From an optimization exercise on the open Yosys and OpenROAD flow, aimed at small area, a short achievable clock period and few clock cycles; shortcuts taken in it are not production practice. In this exercise RTL edits were held to simulation tests only and were not proved equivalent to the original. Power is estimated from default activity; no workload was simulated.

job 774:
==> flow/design.v <==
module ALUb
	(output wire [7:0] Result,
	 output wire [3:0] NZVC,
	 input  wire [7:0] A, B,
	 input  wire [3:0] op);
	wire is_sub = (op == 4'h3);
	wire is_inc = (op == 4'h6) | (op == 4'h7);
	wire is_dec = (op == 4'h8) | (op == 4'h9);
	wire is_add = (op == 4'h2) | (op == 4'hD);
	wire [7:0] opb = is_add ? B : is_sub ? ~B : {8{is_dec}};
	wire cin = is_sub | is_inc;
	wire [8:0] sum = {1'b0, A} + {1'b0, opb} + {8'd0, cin};
	wire arith = is_add | is_sub | is_inc | is_dec;
	reg [7:0] lr;
	always @(*) begin
		case (op[1:0])
			2'b00: lr = A & B;       
			2'b01: lr = A | B;       
			2'b10: lr = A ^ B;       
			default: lr = ~A;        
		endcase
		if (op == 4'hC) lr = ~A;  
	end
	assign Result = arith ? sum[7:0] : lr;
	wire c = arith & (sum[8] ^ (is_sub | is_dec));
	wire v = arith & (A[7] == opb[7]) & (sum[7] != A[7]);
	assign NZVC = {Result[7], Result == 8'd0, v, c};
endmodule
module cpu
	(output wire [7:0] address,
	 output wire [7:0] to_memory,
	 output wire write,
	 input  wire [7:0] from_memory,
	 input  wire clk, reset);
	localparam [3:0] S_OP = 4'd0, S_IMM = 4'd1, S_DLD = 4'd2, S_DST = 4'd3, S_BR = 4'd4,
	                 S_LD1 = 4'd5, S_LD2 = 4'd6, S_WR = 4'd7, S_HALT = 4'd8;
	reg [7:0] A, B, AR, RP;
	reg [3:0] F;           
	reg [3:0] irl;         
	reg [3:0] st;
	reg aluv, fast, cap, pv;
	wire [7:0] d = from_memory;
	assign address = AR;
	assign write = (st == S_WR);
	assign to_memory = irl[0] ? B : A;
	wire ar_io = &AR[7:5];
	wire rp_io = &RP[7:5];
	wire ar_fastok = ~ar_io & (AR[6:0] != 7'h7F) & (AR != 8'hDF);
	wire rp_fastok = ~rp_io & (RP[6:0] != 7'h7F) & (RP != 8'hDF);
	wire same_rg = (AR[7] == RP[7]) & (ar_io == rp_io);
	wire [7:0] ARinc = AR + 8'd1;
	wire [7:0] RPinc = RP + 8'd1;
	wire wants = (st == S_OP) | (st == S_IMM) | (st == S_DLD) | (st == S_DST) | (st == S_BR);
	wire avail = fast | cap | ar_io;
	wire consume = wants & avail;
	wire op_alu = (d[7:4] == 4'h4) & (d[3:0] >= 4'h2) & (d[3:0] <= 4'hD);
	wire op_imm = (d == 8'h86) | (d == 8'h88);
	wire op_dld = (d == 8'h87) | (d == 8'h89);
	wire op_dst = (d == 8'h96) | (d == 8'h97);
	wire op_br  = (d[7:4] == 4'h2) & (d[3:0] <= 4'h8);
	reg taken;
	always @(*) begin
		case (irl)
			4'h0: taken = 1'b1;
			4'h1: taken = F[3];
			4'h2: taken = ~F[3];
			4'h3: taken = F[2];
			4'h4: taken = ~F[2];
			4'h5: taken = F[1];
			4'h6: taken = ~F[1];
			4'h7: taken = F[0];
			default: taken = ~F[0];
		endcase
	end
	wire [7:0] alu_r;
	wire [3:0] alu_f;
	ALUb alu (.Result(alu_r), .NZVC(alu_f), .A(A), .B(B), .op(irl));
	wire alu_to_b = (irl == 4'h7) | (irl == 4'h9) | (irl == 4'hC) | (irl == 4'hD);
	wire ld_now = (st == S_IMM & consume) | (st == S_LD1 & ar_io) | (st == S_LD2);
	wire ld_b = (st == S_IMM) ? ~irl[1] : ~irl[1];
	wire ret = (st == S_WR) | (st == S_LD1 & ar_io) | (st == S_LD2);
	wire pv_eff = (st == S_WR) ? (pv & ~same_rg) : pv;
	always @(posedge clk or negedge reset) begin
		if (!reset) begin
			A <= 8'd0; B <= 8'd0; F <= 4'd0; AR <= 8'd0;
			st <= S_OP; aluv <= 1'b0; fast <= 1'b0; cap <= 1'b0;
		end else begin
			aluv <= 1'b0;
			if (aluv) begin
				F <= alu_f;
				if (alu_to_b) B <= alu_r; else A <= alu_r;
			end
			if (ld_now) begin
				if (ld_b) B <= d; else A <= d;
			end
			if (wants) begin
				if (fast | ~avail) begin
					AR <= ar_fastok ? ARinc : AR;
					fast <= ar_fastok;
					cap <= ~ar_fastok;
				end else begin
					AR <= ARinc;
					fast <= 1'b0;
					cap <= 1'b0;
				end
			end
			if (consume) begin
				case (st)
					S_OP: begin
						if (op_alu) aluv <= 1'b1;
						st <= op_alu ? S_OP : op_imm ? S_IMM : op_dld ? S_DLD :
						      op_dst ? S_DST : op_br ? S_BR : S_HALT;
					end
					S_IMM: st <= S_OP;
					S_DLD, S_DST: begin
						AR <= d;
						st <= (st == S_DLD) ? S_LD1 : S_WR;
					end
					S_BR: begin
						st <= S_OP;
						if (taken) begin
							AR <= d; fast <= 1'b0; cap <= 1'b0;
						end
					end
					default: ;
				endcase
			end
			if (st == S_LD1 && !ar_io) begin
				st <= S_LD2;
				if (same_rg) AR <= RP;
			end
			if (ret) begin
				st <= S_OP;
				AR <= (pv_eff & rp_fastok) ? RPinc : RP;
				fast <= pv_eff & rp_fastok;
				cap <= pv_eff & ~rp_fastok;
			end
		end
	end
	always @(posedge clk) begin
		if (consume && st == S_OP) irl <= d[3:0];
		if (consume && (st == S_DLD || st == S_DST)) begin
			RP <= fast ? AR : ARinc;
			pv <= fast;
		end
		if (st == S_LD1 && !ar_io && same_rg) pv <= 1'b1;
	end
endmodule
export LEC_CHECK = 0
export CAP_MARGIN = 20
export CORE_MARGIN = 2
export CORE_UTILIZATION = 40
export SETUP_SLACK_MARGIN = 5.0
export SLEW_MARGIN = 20
create_clock -name core_clock -period 8.0 [get_ports {clk}]
run.sh (not shown) runs the stock make flow with config.mk's settings and CLKGATE_MAP_FILE= SYNTH_SCRIPT=/design/flow/synth_recipe.tcl, a recipe that flattens the netlist after the stock synthesis.
Testbench counts of job 774, summed over its fixed seeds: cycles 69,132.
## Diff of input files: job 1222 against job 774
Settings: ABC_CLOCK_PERIOD_IN_PS now 2500, previously not set; SETUP_SLACK_MARGIN no longer set, was 5.0.
Findings:
- Comparing power for job 1222 and job 774, the bigger number came from job 774.
- Of job 1222 and job 774, the run reporting the lower placer's final routability congestion estimate was job 774.
- Compared with job 774, job 1222 supports a lower clock frequency.
- NOTE aggregate routed wire length job 774->job 1222 decreased by a little under 10%
- Job 1222 vs. job 774: post-CTS setup-driven buffer insertion count went down 21; relative contribution of the clock network to total power went down 0.4 points; setup slack went down 0.97 ns; non-clock buffer count went down 27; share of layout cells above drive strength 1 went down 11 points.
- In job 1222, the placement-stage worst setup slack came out 0.022 ns below the value in job 774.
Inputs modified between job 1222 and job 5989:
Settings: a deleted ABC_CLOCK_PERIOD_IN_PS that had been 2500.
Findings:
- Status | job 5989 and job 1222 | clean
- Per the comparison of job 5989 with job 1222, combinational power closely matched the old numbers, total inserted antenna cells closely matched the old numbers, count of cells along the worst hold path closely matched the old numbers.
- Job 5989 vs. job 1222: sum of met3 wire segment lengths after detailed routing neither gained nor lost much, number of combinational gates with multiple inputs ~0 delta, mapped cell area shows no meaningful change, smallest hold slack did not really move.
- Re final non-filler cell area: no difference whatsoever between job 1222 and job 5989.
- Sequential share of cell area essentially unchanged between job 1222 and job 5989.
- Job 5989 and job 1222 ended up with nearly the same critical path depth.

==> afterwards: timing with drivers on the ports <==
How much do the figures lean on ideal ports? The routed layouts below were timed once more, with nothing changed but the port constraints.
Step 1: set_driving_cell puts a clkbuf_16 on clk and a buf_2 on each other input, an assumption about the parent block.
Step 2 moves the port delays by t, midway between the first and last clock arrival at a register: inputs arrive t later, outputs are due t later. That takes back most of the time a late clock gives input paths.
a / b / c = ideal / step 1 / step 2; a / b = the first two.
run | t (ns) | setup slack, ns | worst hold slack (ns) | worst setup path after step 2 | worst data-port slew with drivers (ns)
job 774 | 0.343 | 4.735 / 4.735 / 4.735 | 0.563 / 0.563 / 0.563 | register to register | 0.03
job 1222 | 0.334 | 3.764 / 3.764 / 3.764 | 0.547 / 0.547 / 0.547 | register to register | 0.04
job 5989 | 0.334 | 3.764 / 3.764 / 3.764 | 0.547 / 0.547 / 0.547 | register to register | 0.04
After both steps setup and hold are still met in every run listed.
